From an optimization exercise on the open Yosys and OpenROAD flow, aimed at small area and a short achievable clock period; shortcuts taken in it are not production practice.
The RTL was checked by simulation tests, not by an equivalence proof against the original design.
Power figures rest on the tool's default switching activity, not on a simulated workload.

==> flow/design.v <==
module mipspipelined
(
	input clk, reset, accdone,
	input [31:0] instrF,
	input [31:0] readdataM,
	output memwriteM,
	output [31:0] pcF,
	output [31:0] aluoutM,
	output [31:0] writedataM,
	output accbypassA,
	output [31:0] fullinstructionA,
	output [31:0] startaddrA,
	output [31:0] datasizeA
);
	reg [31:2] pc;
	reg [31:0] instrD;           
	reg        validD;           
	reg [31:0] selA, selB;       
	reg        accq;             
	reg [1:0]  acccount;
	reg        accbypassA_r;
	reg [25:0] fiA;              
	reg [31:0] srcaE, srcbE;
	reg [31:0] bE;               
	reg [4:0]  writeregE;
	reg        regwriteE, memtoregE, memwriteE, lsaE, ldsE;
	reg        subE, andE, orE, sumE, sltE;    
	reg        fwdBaluE;         
	reg        fwdAE, fwdBE;     
	reg [31:0] aluoutM_r, writedataM_r;
	reg [4:0]  writeregM;
	reg        regwriteM, memtoregM, memwriteM_r, lsaM, ldsM;
	reg [31:0] ldW;
	reg        lsaW, ldsW;
	reg [31:0] startaddr, datasize;
	reg [31:0] rf [1:31];
	assign pcF = {pc, 2'b00};
	assign aluoutM = aluoutM_r;
	assign writedataM = writedataM_r;
	assign memwriteM = memwriteM_r;
	assign startaddrA = startaddr;
	assign datasizeA = datasize;
	assign accbypassA = accbypassA_r;
	assign fullinstructionA = {{6{accbypassA_r}}, fiA};
	wire [5:0] opD = instrD[31:26] & {6{validD}};
	wire [4:0] rsD = instrD[25:21] & {5{validD}};
	wire [4:0] rtD = instrD[20:16] & {5{validD}};
	wire [4:0] rdD = instrD[15:11] & {5{validD}};
	wire [5:0] functD = instrD[5:0];
	wire isR   = opD == 6'b000000;
	wire isADDI= opD == 6'b001000;
	wire isLW  = opD == 6'b100011;
	wire isSW  = opD == 6'b101011;
	wire isBEQ = opD == 6'b000100;
	wire isJ   = opD == 6'b000010;
	wire isLSA = opD == 6'b111110;
	wire isLDS = opD == 6'b111101;
	wire isACC = opD == 6'b111111;
	wire regwriteD = isR | isADDI | isLW;
	wire memtoregD = isLW | isLSA | isLDS;
	wire alusrcD   = isADDI | isLW | isSW | isLSA | isLDS;
	wire [4:0] writeregD = isR ? rdD : rtD;
	reg  [2:0] alucD;
	always @(*)
		if (!isR) alucD = 3'b010;
		else case (functD)
			6'b100010: alucD = 3'b110;
			6'b100100: alucD = 3'b000;
			6'b100101: alucD = 3'b001;
			6'b101010: alucD = 3'b111;
			default:   alucD = 3'b010;
		endcase
	reg [31:0] rd1, rd2, srcaD, srcbD;
	integer k;
	always @(*) begin
		rd1 = 0;
		rd2 = 0;
		for (k = 1; k < 32; k = k + 1) begin
			rd1 = rd1 | ({32{selA[k]}} & rf[k]);
			rd2 = rd2 | ({32{selB[k]}} & rf[k]);
		end
		srcaD = rd1 | ({32{selA[0]}} & aluoutM_r);
		srcbD = rd2 | ({32{selB[0]}} & aluoutM_r);
	end
	wire equalD = srcaD == srcbD;
	wire pcsrcD = isBEQ & equalD;
	wire lwstall = ((rsD == writeregE) | (rtD == writeregE)) & memtoregE;
	wire branchstall = isBEQ & ((((rsD == writeregE) | (rtD == writeregE)) & regwriteE) |
	                            (((rsD == writeregM) | (rtD == writeregM)) & memtoregM));
	wire stall = lwstall | branchstall;
	wire accb = ~reset & ~accdone & (isACC | accq);
	wire flushD = isJ | pcsrcD | accb;
	wire [29:0] a1 = pc & ((pc << 1) | 30'h1);
	wire [29:0] a2 = a1 & ((a1 << 2) | 30'h3);
	wire [29:0] a3 = a2 & ((a2 << 4) | 30'hf);
	wire [29:0] a4 = a3 & ((a3 << 8) | 30'hff);
	wire [29:0] a5 = a4 & ((a4 << 16) | 30'hffff);
	wire [31:2] pcplus1 = pc ^ {a5[28:0], 1'b1};
	wire [31:2] pcbranch = pc + {{14{instrD[15]}}, instrD[15:0]};
	wire [31:2] pcjump = {pc[31:28], instrD[25:0]};
	wire        hold = stall | accb;
	wire [31:2] pcseq = hold ? pc : isJ ? pcjump : pcplus1;
	wire        takebranch = pcsrcD & ~hold;
	always @(posedge clk, posedge reset)
		if (reset) pc <= 0;
		else pc <= takebranch ? pcbranch : pcseq;
	always @(posedge clk, posedge reset)
		if (reset) validD <= 0;
		else validD <= ~flushD & (validD | ~stall);
	always @(posedge clk)
		if (!(stall | accb)) instrD <= instrF;
	wire [4:0] rsN = stall ? rsD : instrF[25:21];
	wire [4:0] rtN = stall ? rtD : instrF[20:16];
	wire fwdAN = (rsN != 5'd0) & (rsN == writeregE) & regwriteE;
	wire fwdBN = (rtN != 5'd0) & (rtN == writeregE) & regwriteE;
	always @(posedge clk)
		for (k = 0; k < 32; k = k + 1) begin
			selA[k] <= (k == 0) ? fwdAN : ~fwdAN & (rsN == k);
			selB[k] <= (k == 0) ? fwdBN : ~fwdBN & (rtN == k);
		end
	always @(posedge clk) begin
		accq <= accb;
		if (!accb) begin
			acccount <= 0;
			accbypassA_r <= 0;
			fiA <= 0;
		end else begin
			if (acccount != 2'b11) acccount <= acccount + 2'd1;
			accbypassA_r <= acccount == 2'b11;
			fiA <= (acccount == 2'b11) ? instrD[25:0] : 26'd0;
		end
	end
	wire [31:0] resultM = memtoregM ? readdataM : aluoutM_r;
	always @(posedge clk) begin
		srcaE <= rd1 | ({32{selA[0]}} & resultM);
		srcbE <= rd2 | ({32{selB[0]}} & resultM);
		bE <= alusrcD ? {{16{instrD[15]}}, instrD[15:0]} :
		      (rd2 | ({32{selB[0]}} & resultM)) ^ {32{alucD[2]}};
		fwdBaluE <= ~alusrcD & (rtD != 5'd0) & (rtD == writeregE) & regwriteE;
		writeregE <= writeregD;
		subE <= alucD[2];
		andE <= alucD[1:0] == 2'b00;
		orE  <= alucD[1:0] == 2'b01;
		sumE <= alucD[1:0] == 2'b10;
		sltE <= alucD[1:0] == 2'b11;
		fwdAE <= (rsD != 5'd0) & (rsD == writeregE) & regwriteE;
		fwdBE <= (rtD != 5'd0) & (rtD == writeregE) & regwriteE;
	end
	always @(posedge clk, posedge reset)
		if (reset) begin
			regwriteE <= 0; memtoregE <= 0; memwriteE <= 0; lsaE <= 0; ldsE <= 0;
		end else if (stall) begin
			regwriteE <= 0; memtoregE <= 0; memwriteE <= 0; lsaE <= 0; ldsE <= 0;
		end else begin
			regwriteE <= regwriteD;
			memtoregE <= memtoregD;
			memwriteE <= isSW;
			lsaE <= isLSA;
			ldsE <= isLDS;
		end
	wire [31:0] srca2E = fwdAE ? aluoutM_r : srcaE;
	wire [31:0] srcb2E = fwdBE ? aluoutM_r : srcbE;
	wire [31:0] bb = fwdBaluE ? aluoutM_r ^ {32{subE}} : bE;
	wire [31:0] pg0 = srca2E ^ bb;
	wire [31:0] gg0 = (srca2E & bb) | {31'd0, pg0[0] & subE};
	wire [31:0] g1 = gg0 | (pg0 & (gg0 << 1));
	wire [31:0] p1 = pg0 & ((pg0 << 1) | 32'h1);
	wire [31:0] g2 = g1 | (p1 & (g1 << 2));
	wire [31:0] p2 = p1 & ((p1 << 2) | 32'h3);
	wire [31:0] g3 = g2 | (p2 & (g2 << 4));
	wire [31:0] p3 = p2 & ((p2 << 4) | 32'hf);
	wire [31:0] g4 = g3 | (p3 & (g3 << 8));
	wire [31:0] p4 = p3 & ((p3 << 8) | 32'hff);
	wire [31:0] g5 = g4 | (p4 & (g4 << 16));
	wire [31:0] sum = pg0 ^ {g5[30:0], subE};
	wire [31:0] aluoutE = ({32{andE}} & (srca2E & bb)) | ({32{orE}} & (srca2E | bb)) |
	                      ({32{sumE}} & sum) | {31'd0, sltE & sum[31]};
	always @(posedge clk) begin
		aluoutM_r <= aluoutE;
		writedataM_r <= srcb2E;
		writeregM <= writeregE;
	end
	always @(posedge clk, posedge reset)
		if (reset) begin
			regwriteM <= 0; memtoregM <= 0; memwriteM_r <= 0; lsaM <= 0; ldsM <= 0;
		end else begin
			regwriteM <= regwriteE;
			memtoregM <= memtoregE;
			memwriteM_r <= memwriteE;
			lsaM <= lsaE;
			ldsM <= ldsE;
		end
	integer i;
	always @(posedge clk)
		if (regwriteM)
			for (i = 1; i < 32; i = i + 1)
				if (writeregM == i) rf[i] <= resultM;
	always @(posedge clk) ldW <= readdataM;
	always @(posedge clk, posedge reset)
		if (reset) begin
			lsaW <= 0; ldsW <= 0;
		end else begin
			lsaW <= lsaM; ldsW <= ldsM;
		end
	always @(posedge clk, posedge reset)
		if (reset) begin
			startaddr <= 0;
			datasize <= 0;
		end else if (lsaW) startaddr <= ldW;
		else if (ldsW) datasize <= ldW;
endmodule
Settings: LEC_CHECK=0, CAP_MARGIN=20, CORE_MARGIN=2, CORE_UTILIZATION=40, SLEW_MARGIN=20; clock period 10.0 ns.
standard.sh (not shown) runs the stock make flow with config.mk's settings and CLKGATE_MAP_FILE= SYNTH_SCRIPT=/design/flow/synth_recipe.tcl, a recipe that flattens the netlist after the stock synthesis.
==> flow/flow/run.sh <==
#!/bin/bash
# The standard ORFS layout (standard.sh) with these changes:
#  - ports are buffered with buf_2 instead of the default delay buffer
#  - CTS does not insert dummy loads
set -euo pipefail
bash standard.sh \
  SETUP_SLACK_MARGIN=7 \
  "BUFFER_PORTS_ARGS=-buffer_cell sky130_fd_sc_hd__buf_2" \
  "CTS_ARGS=-sink_clustering_enable -repair_clock_nets -dont_use_dummy_load" \
  finish > standard_make.log 2>&1
Then changed:
--- a/flow/design.v
+++ b/flow/design.v
@@ -21,11 +21,10 @@
 	reg        accbypassA_r;
 	reg [25:0] fiA;              
 	reg [31:0] srcaE, srcbE;
-	reg [31:0] bE;               
+	reg [15:0] immE;
 	reg [4:0]  writeregE;
-	reg        regwriteE, memtoregE, memwriteE, lsaE, ldsE;
-	reg        subE, andE, orE, sumE, sltE;    
-	reg        fwdBaluE;         
+	reg        regwriteE, memtoregE, memwriteE, alusrcE, lsaE, ldsE;
+	reg [2:0]  alucE;
 	reg        fwdAE, fwdBE;     
 	reg [31:0] aluoutM_r, writedataM_r;
 	reg [4:0]  writeregM;
@@ -90,12 +89,7 @@
 	wire stall = lwstall | branchstall;
 	wire accb = ~reset & ~accdone & (isACC | accq);
 	wire flushD = isJ | pcsrcD | accb;
-	wire [29:0] a1 = pc & ((pc << 1) | 30'h1);
-	wire [29:0] a2 = a1 & ((a1 << 2) | 30'h3);
-	wire [29:0] a3 = a2 & ((a2 << 4) | 30'hf);
-	wire [29:0] a4 = a3 & ((a3 << 8) | 30'hff);
-	wire [29:0] a5 = a4 & ((a4 << 16) | 30'hffff);
-	wire [31:2] pcplus1 = pc ^ {a5[28:0], 1'b1};
+	wire [31:2] pcplus1 = pc + 30'd1;
 	wire [31:2] pcbranch = pc + {{14{instrD[15]}}, instrD[15:0]};
 	wire [31:2] pcjump = {pc[31:28], instrD[25:0]};
 	wire        hold = stall | accb;
@@ -134,15 +128,10 @@
 	always @(posedge clk) begin
 		srcaE <= rd1 | ({32{selA[0]}} & resultM);
 		srcbE <= rd2 | ({32{selB[0]}} & resultM);
-		bE <= alusrcD ? {{16{instrD[15]}}, instrD[15:0]} :
-		      (rd2 | ({32{selB[0]}} & resultM)) ^ {32{alucD[2]}};
-		fwdBaluE <= ~alusrcD & (rtD != 5'd0) & (rtD == writeregE) & regwriteE;
+		immE <= instrD[15:0];
 		writeregE <= writeregD;
-		subE <= alucD[2];
-		andE <= alucD[1:0] == 2'b00;
-		orE  <= alucD[1:0] == 2'b01;
-		sumE <= alucD[1:0] == 2'b10;
-		sltE <= alucD[1:0] == 2'b11;
+		alusrcE <= alusrcD;
+		alucE <= alucD;
 		fwdAE <= (rsD != 5'd0) & (rsD == writeregE) & regwriteE;
 		fwdBE <= (rtD != 5'd0) & (rtD == writeregE) & regwriteE;
 	end
@@ -160,9 +149,10 @@
 		end
 	wire [31:0] srca2E = fwdAE ? aluoutM_r : srcaE;
 	wire [31:0] srcb2E = fwdBE ? aluoutM_r : srcbE;
-	wire [31:0] bb = fwdBaluE ? aluoutM_r ^ {32{subE}} : bE;
+	wire [31:0] srcb3E = alusrcE ? {{16{immE[15]}}, immE} : srcb2E;
+	wire [31:0] bb = alucE[2] ? ~srcb3E : srcb3E;
 	wire [31:0] pg0 = srca2E ^ bb;
-	wire [31:0] gg0 = (srca2E & bb) | {31'd0, pg0[0] & subE};
+	wire [31:0] gg0 = (srca2E & bb) | {31'd0, pg0[0] & alucE[2]};
 	wire [31:0] g1 = gg0 | (pg0 & (gg0 << 1));
 	wire [31:0] p1 = pg0 & ((pg0 << 1) | 32'h1);
 	wire [31:0] g2 = g1 | (p1 & (g1 << 2));
@@ -172,9 +162,15 @@
 	wire [31:0] g4 = g3 | (p3 & (g3 << 8));
 	wire [31:0] p4 = p3 & ((p3 << 8) | 32'hff);
 	wire [31:0] g5 = g4 | (p4 & (g4 << 16));
-	wire [31:0] sum = pg0 ^ {g5[30:0], subE};
-	wire [31:0] aluoutE = ({32{andE}} & (srca2E & bb)) | ({32{orE}} & (srca2E | bb)) |
-	                      ({32{sumE}} & sum) | {31'd0, sltE & sum[31]};
+	wire [31:0] sum = pg0 ^ {g5[30:0], alucE[2]};
+	reg  [31:0] aluoutE;
+	always @(*)
+		case (alucE[1:0])
+			2'b00: aluoutE = srca2E & srcb3E;
+			2'b01: aluoutE = srca2E | srcb3E;
+			2'b10: aluoutE = sum;
+			2'b11: aluoutE = {31'd0, sum[31]};
+		endcase
 	always @(posedge clk) begin
 		aluoutM_r <= aluoutE;
 		writedataM_r <= srcb2E;
=> First-iteration DRC count hardly moves; critical path depth increases by 6; combinational power shrinks by a little under a tenth; clock skew climbs by 0.020 ns; clock-buffer cell count went down by 2; total power shrinks by a few percent; non-clock buffer count rises by 109; design area came out higher slightly; worst setup slack gets better by 0.11 ns; flip-flop and latch count drops by 18; register-to-register slack gains 0.11 ns; maximum frequency climbs by a few percent; sequential share of layout area went down by 1.0 points.

-- separate check: timing with driven ports --
Ports are ideal in the flow. The routed layouts listed here were re-timed in OpenROAD. Step 1: set_driving_cell puts a clkbuf_16 on clk and a buf_2 on each other input, an assumption about the parent block. Step 2 moves the port delays by t, midway between the first and last clock arrival at a register: inputs arrive t later, outputs are due t later. That takes back most of the time a late clock gives input paths. Slacks: ideal / step 1 / step 2; pairs: ideal / step 1.
run | shift t [ns] | setup slack, ns | worst hold slack (ns) | worst setup path after step 2 | worst register clock-pin slew, ns
the first run | 0.868 | 5.803 / 5.803 / 5.803 | 0.346 / 0.346 / 0.346 | register to register | 0.07 / 0.07
the second run | 0.863 | 5.917 / 5.917 / 5.917 | 0.347 / 0.347 / 0.347 | register to register | 0.07 / 0.07
After both steps setup and hold are still met in every run listed.
